This design comes from an exercise in tuning for small area, a short achievable clock period and few clock cycles per item on the open sky130 flow, not from production work. Only simulation tests tie the RTL to the original design; equivalence was not proved. No activity file was given, so power comes from the tool's default toggle rates.

Design DatapathPipelined, start of the top module:
module DatapathPipelined (
  input         clk,
  input         rst,
  output [31:0] pc_to_imem,
  input  [31:0] inst_from_imem,
  output [31:0] addr_to_dmem,
  input  [31:0] load_data_from_dmem,
  output [31:0] store_data_to_dmem,
  output [ 3:0] store_we_to_dmem,
  output        halt,
  output [31:0] trace_writeback_pc,
  output [31:0] trace_writeback_inst
);
Size: roughly 0.094 sq mm of cells after synthesis.
==> module MulDiv, before the edit <==
module MulDiv (
  input         clk,
  input         rst,
  input         go,      
  input  [ 2:0] f3,
  input  [31:0] a,
  input  [31:0] b,
  input         load,    
  input  [12:0] d_bsel,  
  output        done,
  input  [ 2:0] m_f3,
  output [31:0] res
);
  reg  [ 1:0] ph;    
  reg  [ 4:0] cnt;
  reg  [ 1:0] mk;    
  reg  [33:0] acc;   
  reg  [31:0] lo;    
  reg  [32:0] dv;    
  reg         an, qn;
  wire is_div = f3[2];
  wire a_sg = ~(f3[1] & f3[0]);    
  wire b_sg = ~f3[1];              
  wire [32:0] ma = {a_sg & a[31], a};
  wire [32:0] mb = {b_sg & b[31], b};
  wire last0 = (&mb[32:7])  | ~(|mb[32:7]);
  wire last1 = (&mb[32:15]) | ~(|mb[32:15]);
  wire last2 = (&mb[32:23]) | ~(|mb[32:23]);
  wire mlast = (cnt[1:0] == 2'd0) ? last0 :
               (cnt[1:0] == 2'd1) ? last1 :
               (cnt[1:0] == 2'd2) ? last2 : 1'b1;
  reg [12:0] bsel;
  reg [7:0] by;
  reg       sb, pv;
  always @(*) begin
    case (cnt[1:0])
      2'd0: begin by = mb[15:8];  sb = mb[15]; pv = mb[7];  end
      2'd1: begin by = mb[23:16]; sb = mb[23]; pv = mb[15]; end
      default: begin by = mb[31:24]; sb = mb[32]; pv = mb[23]; end
    endcase
  end
  wire [12:0] n_bsel;
  BoothSel nb (.by(by), .sb(sb), .pv(pv), .sel(n_bsel));
  always @(posedge clk) begin
    if (load)
      bsel <= d_bsel;
    else if (go && !is_div)
      bsel <= n_bsel;
  end
  wire [41:0] row [0:4];
  wire [3:0]  neg;
  wire [41:0] ma42 = {{9{ma[32]}}, ma};
  genvar k;
  generate
    for (k = 0; k < 4; k = k + 1) begin : booth
      wire one = bsel[3*k], two = bsel[3*k+1];
      assign neg[k] = bsel[3*k+2];
      wire [41:0] mag = ({42{one}} & ma42) | ({42{two}} & {ma42[40:0], 1'b0});
      wire [41:0] sgn = mag ^ {42{neg[k]}};
      assign row[k] = sgn << (2 * k);
    end
  endgenerate
  assign row[4] = {({42{bsel[12]}} & ma42)} << 8;
  wire [41:0] c1 = row[1] | {41'd0, neg[0]};
  wire [41:0] c2 = row[2] | {39'd0, neg[1], 2'd0};
  wire [41:0] c3 = row[3] | {37'd0, neg[2], 4'd0};
  wire [41:0] c4 = row[4] | {35'd0, neg[3], 6'd0};
  wire [41:0] c0 = row[0];
  wire [41:0] ca = (ph == 2'd0) ? 42'd0 : {{8{acc[33]}}, acc};
  wire [41:0] s1a = c0 ^ c1 ^ c2;
  wire [41:0] k1a = ((c0 & c1) | (c0 & c2) | (c1 & c2)) << 1;
  wire [41:0] s1b = c3 ^ c4 ^ ca;
  wire [41:0] k1b = ((c3 & c4) | (c3 & ca) | (c4 & ca)) << 1;
  wire [41:0] s2  = s1a ^ k1a ^ s1b;
  wire [41:0] k2  = ((s1a & k1a) | (s1a & s1b) | (k1a & s1b)) << 1;
  wire [41:0] s3  = s2 ^ k2 ^ k1b;
  wire [41:0] k3  = ((s2 & k2) | (s2 & k1b) | (k2 & k1b)) << 1;
  wire [41:0] t   = s3 + k3;
  wire sg    = ~f3[0];
  wire a_neg = sg & a[31];
  wire b_neg = sg & b[31];
  wire [31:0] aa = a_neg ? (~a + 32'd1) : a;
  wire [31:0] ba = b_neg ? (~b + 32'd1) : b;
  wire bz   = ~(|b);
  wire triv = bz | (aa < ba);
  function [4:0] msb;
    input [31:0] v;
    integer j;
    begin
      msb = 5'd0;
      for (j = 0; j < 32; j = j + 1)
        if (v[j]) msb = j;
    end
  endfunction
  wire [4:0]  sh  = msb(aa) - msb(ba);
  wire [32:0] dvs = {1'b0, ba} << {sh[4:1], 1'b1};
  wire [33:0] d1  = {2'b00, acc[31:0]} - {1'b0, dv};
  wire        ge1 = ~d1[33];
  wire [31:0] r1  = ge1 ? d1[31:0] : acc[31:0];
  wire [33:0] d2  = {2'b00, r1} - {2'b00, dv[32:1]};
  wire        ge2 = ~d2[33];
  wire [31:0] r2  = ge2 ? d2[31:0] : r1;
  assign done = is_div ? ((ph == 2'd0) ? triv : (ph == 2'd2) & (cnt == 5'd0)) : mlast;
  always @(posedge clk) begin
    if (rst) begin
      ph  <= 2'd0;
      cnt <= 5'd0;
    end else if (go) begin
      if (!is_div) begin
        acc <= t[41:8];
        lo  <= {t[7:0], lo[31:8]};
        if (mlast) begin
          ph  <= 2'd0;
          cnt <= 5'd0;
          mk  <= cnt[1:0];
        end else begin
          ph  <= 2'd2;
          cnt <= cnt + 5'd1;
        end
      end else begin
        case (ph)
          2'd0: begin
            acc <= {2'b00, aa};
            dv  <= dvs;
            cnt <= triv ? 5'd0 : {1'b0, sh[4:1]};
            lo  <= {32{bz}};
            an  <= a_neg;
            qn  <= (a_neg ^ b_neg) & ~bz;
            if (!triv) ph <= 2'd2;
          end
          default: begin
            acc[31:0] <= r2;
            lo <= {lo[29:0], ge1, ge2};
            dv <= dv >> 2;
            if (cnt == 5'd0) ph <= 2'd0;
            else cnt <= cnt - 5'd1;
          end
        endcase
      end
    end
  end
  reg [31:0] mlo, mhi;
  always @(*) begin
    case (mk)
      2'd0: begin mlo = {acc[23:0], lo[31:24]}; mhi = {{22{acc[33]}}, acc[33:24]}; end
      2'd1: begin mlo = {acc[15:0], lo[31:16]}; mhi = {{14{acc[33]}}, acc[33:16]}; end
      2'd2: begin mlo = {acc[7:0],  lo[31:8]};  mhi = {{6{acc[33]}},  acc[33:8]};  end
      default: begin mlo = lo; mhi = acc[31:0]; end
    endcase
  end
  wire        nsel = m_f3[1] ? an : qn;
  wire [31:0] nin  = m_f3[1] ? acc[31:0] : lo;
  wire [31:0] dres = (nin ^ {32{nsel}}) + {31'd0, nsel};
  assign res = m_f3[2] ? dres : (m_f3[1:0] == 2'b00) ? mlo : mhi;
endmodule
clock: 20.0 ns
lec_check: 0
cap_margin: 30
cell_pad_in_sites_detail_placement: 1
cell_pad_in_sites_global_placement: 2
core_margin: 2
core_utilization: 45
cts_cluster_diameter: 80
cts_cluster_size: 24
place_density: 0.6
slew_margin: 30
standard.sh (not shown) runs the stock make flow with config.mk's settings and CLKGATE_MAP_FILE= SYNTH_SCRIPT=/design/flow/synth_recipe.tcl, a recipe that flattens the netlist after the stock synthesis.
==> flow/flow/run.sh <==
#!/bin/bash
# Standard ORFS layout (the standard.sh, standard synthesis), with the
# timing repair steps asked for extra setup slack so that they also shorten
# the achieved clock period. Constraints and clock period are unchanged.
# Gate cloning is skipped: a cloned driver was left over its slew limit.
# Ports are buffered with buf_2 cells; the clock tree uses small clock buffers.
set -euo pipefail
bash standard.sh SETUP_SLACK_MARGIN=14 SKIP_GATE_CLONING=1 TNS_END_PERCENT=100 \
  "BUFFER_PORTS_ARGS=-buffer_cell sky130_fd_sc_hd__buf_2" \
  "CTS_BUF_LIST=sky130_fd_sc_hd__clkbuf_8 sky130_fd_sc_hd__clkbuf_16" finish > flow_make.log 2>&1
The baseline passed the timing, design-rule and antenna checks.
Testbench counts at the start, summed over its fixed seeds: cycles 216,606, instrs 148,298.
Next try:
--- a/flow/design.v
+++ b/flow/design.v
@@ -116,14 +116,13 @@
     begin
       msb = 5'd0;
       for (j = 0; j < 32; j = j + 1)
         if (v[j]) msb = j;
     end
   endfunction
-  wire [4:0]  sh  = msb(aa) - msb(ba);
-  wire [32:0] dvs = {1'b0, ba} << {sh[4:1], 1'b1};
+  wire [4:0] sh = msb(acc[31:0]) - msb(dv[31:0]);
   wire [33:0] d1  = {2'b00, acc[31:0]} - {1'b0, dv};
   wire        ge1 = ~d1[33];
   wire [31:0] r1  = ge1 ? d1[31:0] : acc[31:0];
   wire [33:0] d2  = {2'b00, r1} - {2'b00, dv[32:1]};
   wire        ge2 = ~d2[33];
   wire [31:0] r2  = ge2 ? d2[31:0] : r1;
@@ -145,18 +144,22 @@
           cnt <= cnt + 5'd1;
         end
       end else begin
         case (ph)
           2'd0: begin
             acc <= {2'b00, aa};
-            dv  <= dvs;
-            cnt <= triv ? 5'd0 : {1'b0, sh[4:1]};
+            dv  <= {1'b0, ba};
             lo  <= {32{bz}};
             an  <= a_neg;
             qn  <= (a_neg ^ b_neg) & ~bz;
-            if (!triv) ph <= 2'd2;
+            if (!triv) ph <= 2'd1;
+          end
+          2'd1: begin
+            dv  <= dv << {sh[4:1], 1'b1};
+            cnt <= {1'b0, sh[4:1]};
+            ph  <= 2'd2;
           end
           default: begin
             acc[31:0] <= r2;
             lo <= {lo[29:0], ge1, ge2};
             dv <= dv >> 2;
             if (cnt == 5'd0) ph <= 2'd0;
=> The changed run completed without violations; clock-buffer cell count came out lower by 8; setup slack improved by 81 ps; utilization went down by 0.90 points; cell area decreases by a few percent; first-iteration DRC count went up by a few percent; synthesized area decreases slightly.
Testbench counts after the change, summed over its fixed seeds: cycles 218,843, instrs 148,298.

* * *

willow:
DatapathPipelined, a different RTL version from the one above (not shown whole).
For scale: about 230 I/O pins, about 95000 um^2 of cells after synthesis.
export LEC_CHECK = 0
export CAP_MARGIN = 20
export CELL_PAD_IN_SITES_DETAIL_PLACEMENT = 1
export CELL_PAD_IN_SITES_GLOBAL_PLACEMENT = 2
export CORE_MARGIN = 2
export CORE_UTILIZATION = 30
export PLACE_DENSITY = 0.5
export SLEW_MARGIN = 20
create_clock -name core_clock -period 20.0 [get_ports {clk}]
==> flow/flow/run.sh <==
#!/bin/bash
# Standard ORFS layout (the standard.sh, standard synthesis), with the
# timing repair steps asked for extra setup slack so that they also shorten
# the achieved clock period. Constraints and clock period are unchanged.
# Gate cloning is skipped: a cloned driver was left over its slew limit.
# Ports are buffered with buf_2 cells; the clock tree uses small clock buffers.
set -euo pipefail
bash standard.sh SETUP_SLACK_MARGIN=14 SKIP_GATE_CLONING=1 TNS_END_PERCENT=100 \
  "BUFFER_PORTS_ARGS=-buffer_cell sky130_fd_sc_hd__buf_2" \
  "CTS_BUF_LIST=sky130_fd_sc_hd__clkbuf_4 sky130_fd_sc_hd__clkbuf_8" finish > flow_make.log 2>&1
Testbench counts of willow, summed over its fixed seeds: cycles 215,663, instrs 148,298.
Modified inputs, onyx compared to willow
--- a/flow/design.v
+++ b/flow/design.v
@@ -235,23 +235,20 @@
   reg  [ 4:0] x_rd;
   reg  [ 2:0] x_f3;
   reg         x_wr, x_load, x_store, x_br, x_pred, x_jalr, x_halt, x_md;
   reg         x_sel_add, x_sel_slt, x_sel_xor, x_sel_or, x_sel_and;
   reg         x_sel_sll, x_sel_sr, x_sel_link, x_sra;
   reg         m_wr, m_load, m_md;
   reg  [ 4:0] m_rd;
   reg  [ 2:0] m_f3;
   reg  [31:0] m_res, m_sd;
   reg  [ 3:0] m_we;
-  reg         w_wr;
-  reg  [ 4:0] w_rd;
-  reg  [31:0] w_reg;
   wire [31:0] md_res;
   reg  [31:0] m_ld;
   always @(*) begin
     case (m_f3[1:0])
       2'b00: begin
         case (m_res[1:0])
           2'd0: m_ld[7:0] = load_data_from_dmem[7:0];
           2'd1: m_ld[7:0] = load_data_from_dmem[15:8];
           2'd2: m_ld[7:0] = load_data_from_dmem[23:16];
           default: m_ld[7:0] = load_data_from_dmem[31:24];
@@ -259,21 +256,20 @@
         m_ld[31:8] = {24{~m_f3[2] & m_ld[7]}};
       end
       2'b01: begin
         m_ld[15:0] = m_res[1] ? load_data_from_dmem[31:16] : load_data_from_dmem[15:0];
         m_ld[31:16] = {16{~m_f3[2] & m_ld[15]}};
       end
       default: m_ld = load_data_from_dmem;
     endcase
   end
   wire [31:0] m_fwd = m_load ? m_ld : m_md ? md_res : m_res;
-  wire [31:0] w_data = w_reg;
   wire [4:0] d_op  = d_inst[6:2];
   wire [2:0] d_f3  = d_inst[14:12];
   wire [4:0] d_rd  = d_inst[11:7];
   wire [4:0] d_rs1 = d_inst[19:15];
   wire [4:0] d_rs2 = d_inst[24:20];
   wire d_lui   = (d_op == 5'b01101);
   wire d_auipc = (d_op == 5'b00101);
   wire d_jal   = (d_op == 5'b11011);
   wire d_jalr  = (d_op == 5'b11001);
   wire d_br    = (d_op == 5'b11000);
@@ -292,33 +288,31 @@
   wire [31:0] imm_s = {{20{d_inst[31]}}, d_inst[31:25], d_inst[11:7]};
   wire [31:0] imm_u = {d_inst[31:12], 12'b0};
   wire [31:2] imm_b = {{19{d_inst[31]}}, d_inst[31], d_inst[7], d_inst[30:25], d_inst[11:9]};
   wire [31:2] imm_j = {{11{d_inst[31]}}, d_inst[31], d_inst[19:12], d_inst[20], d_inst[30:22]};
   wire [31:0] d_imm = d_store ? imm_s : (d_lui | d_auipc) ? imm_u : imm_i;
   wire [31:2] d_tgt = d_pc + (d_jal ? imm_j : imm_b);
   wire d_slt = d_alu & (d_f3 == 3'b010 || d_f3 == 3'b011);
   wire d_sub = d_br | d_slt | (d_oprr & ~d_inst[25] & d_inst[30] & d_f3 == 3'b000);
   wire [31:0] rf1, rf2;
   RegFile rf (
-    .clk(clk), .we(w_wr), .wa(w_rd), .wd(w_data),
+    .clk(clk), .we(m_wr), .wa(m_rd), .wd(m_fwd),
     .ra1(d_rs1), .ra2(d_rs2), .rd1(rf1), .rd2(rf2)
   );
   wire [31:0] x_res;
   wire        x_busy;
   wire x_hit1 = x_valid & x_wr & (x_rd == d_rs1);
   wire m_hit1 = m_wr & (m_rd == d_rs1);
-  wire w_hit1 = w_wr & (w_rd == d_rs1);
   wire x_hit2 = x_valid & x_wr & (x_rd == d_rs2);
   wire m_hit2 = m_wr & (m_rd == d_rs2);
-  wire w_hit2 = w_wr & (w_rd == d_rs2);
-  wire [31:0] rs1v = x_hit1 ? x_res : m_hit1 ? m_fwd : w_hit1 ? w_data : rf1;
-  wire [31:0] rs2v = x_hit2 ? x_res : m_hit2 ? m_fwd : w_hit2 ? w_data : rf2;
+  wire [31:0] rs1v = x_hit1 ? x_res : m_hit1 ? m_fwd : rf1;
+  wire [31:0] rs2v = x_hit2 ? x_res : m_hit2 ? m_fwd : rf2;
   wire x_late = x_load | x_md;
   wire hazard = d_valid & x_late & ((d_use1 & x_hit1) | (d_use2 & x_hit2));
   wire [12:0] d_bsel;
   BoothSel db (.by(rs2v[7:0]), .sb(rs2v[7]), .pv(1'b0), .sel(d_bsel));
   wire x_fire = x_valid & ~x_busy;
   wire x_taken;
   wire redirect_x = x_fire & (x_jalr | (x_br & (x_taken ^ x_pred)));
   wire d_hold = x_busy | hazard;
   wire redirect_d = d_valid & (d_jal | d_pred) & ~d_hold & ~redirect_x;
   wire [31:0] x_sum;
@@ -434,22 +428,14 @@
     m_md   <= x_md;
     m_rd   <= x_rd;
     m_f3   <= x_f3;
     m_res  <= x_res;
     m_sd   <= (x_f3[1:0] == 2'b00) ? {4{x_sd[7:0]}} :
               (x_f3[1:0] == 2'b01) ? {2{x_sd[15:0]}} : x_sd;
   end
   assign addr_to_dmem       = m_res;
   assign store_data_to_dmem = m_sd;
   assign store_we_to_dmem   = m_we;
-  always @(posedge clk) begin
-    if (rst_r)
-      w_wr <= 1'b0;
-    else
-      w_wr <= m_wr;
-    w_rd   <= m_rd;
-    w_reg  <= m_fwd;
-  end
   assign trace_writeback_pc   = {x_pc, 2'b00};
   assign trace_writeback_inst = x_inst;
   assign halt                 = x_halt;
 endmodule
==> results.txt <==
Looking at the reports, onyx completed the entire flow and the layout it produced met the timing, design-rule and antenna checks. Compared to willow, the routing of onyx uses less wire. The standard cells in onyx occupy less silicon area than those in willow do. onyx: critical path depth is 14 lower than what willow reported. Highest fanout seen on the critical path, onyx and willow: larger value in willow. The type of the worst setup path comes out flop to flop in one run and input pin to flop in the other, namely in willow and onyx respectively. Taking willow as the reference point, the multi-input gate count of onyx falls by 234. Clock buffer and inverter area fraction after layout delta (willow -> onyx): insignificant. [compare] base=willow new=onyx: number of inverters outside the clock class in the layout now smaller, sequential cell count down 38, internal reg-to-reg setup slack went up 0.13 ns, switching share of total power now sits lower, final setup slack of the worst path has increased. Diff willow -> onyx | count of plain and timing-repair buffers | down by a few percent. Die size: onyx is under willow. onyx ended up with sky130_fd_sc_hd__mux4_2 as its standard cell with the maximum stage delay on the critical path; willow ended up with sky130_fd_sc_hd__or4b_4.
Testbench counts of onyx, summed over its fixed seeds: cycles 215,663, instrs 148,298.

static timing again, ports no longer ideal:
The results above use ideal ports. As a check the final layouts listed here were re-extracted and re-timed, cells and wires unchanged.
Step 1 assumes that a clkbuf_16 drives the clock port and a buf_2 every other input.
Step 2, shift: input delay + t, output delay - t, t = (earliest + latest rising clock arrival at the registers) / 2. This alone moves slack from input paths to output paths.
a / b / c = no drivers / after step 1 / after step 2; a / b = the first two.
run | t, ns | setup WS [ns] | hold slack, ns | worst register clock-pin slew, ns
the first run of note 1 | 0.933 | 13.867 / 13.825 / 13.867 | 0.402 / 0.402 / 0.402 | 0.11 / 0.11
the second run of note 1 | 0.912 | 13.949 / 13.949 / 13.949 | 0.409 / 0.409 / 0.409 | 0.11 / 0.11
willow | 1.167 | 13.765 / 13.765 / 12.882 | 0.388 / 0.388 / 0.388 | 0.07 / 0.07
onyx | 1.107 | 13.792 / 13.799 / 12.693 | 0.442 / 0.442 / 0.442 | 0.09 / 0.09
After both steps setup and hold are still met in every run listed. The setup slack of onyx, which loses most, moves by +0.007 ns with the drivers and by -1.099 ns with both steps.
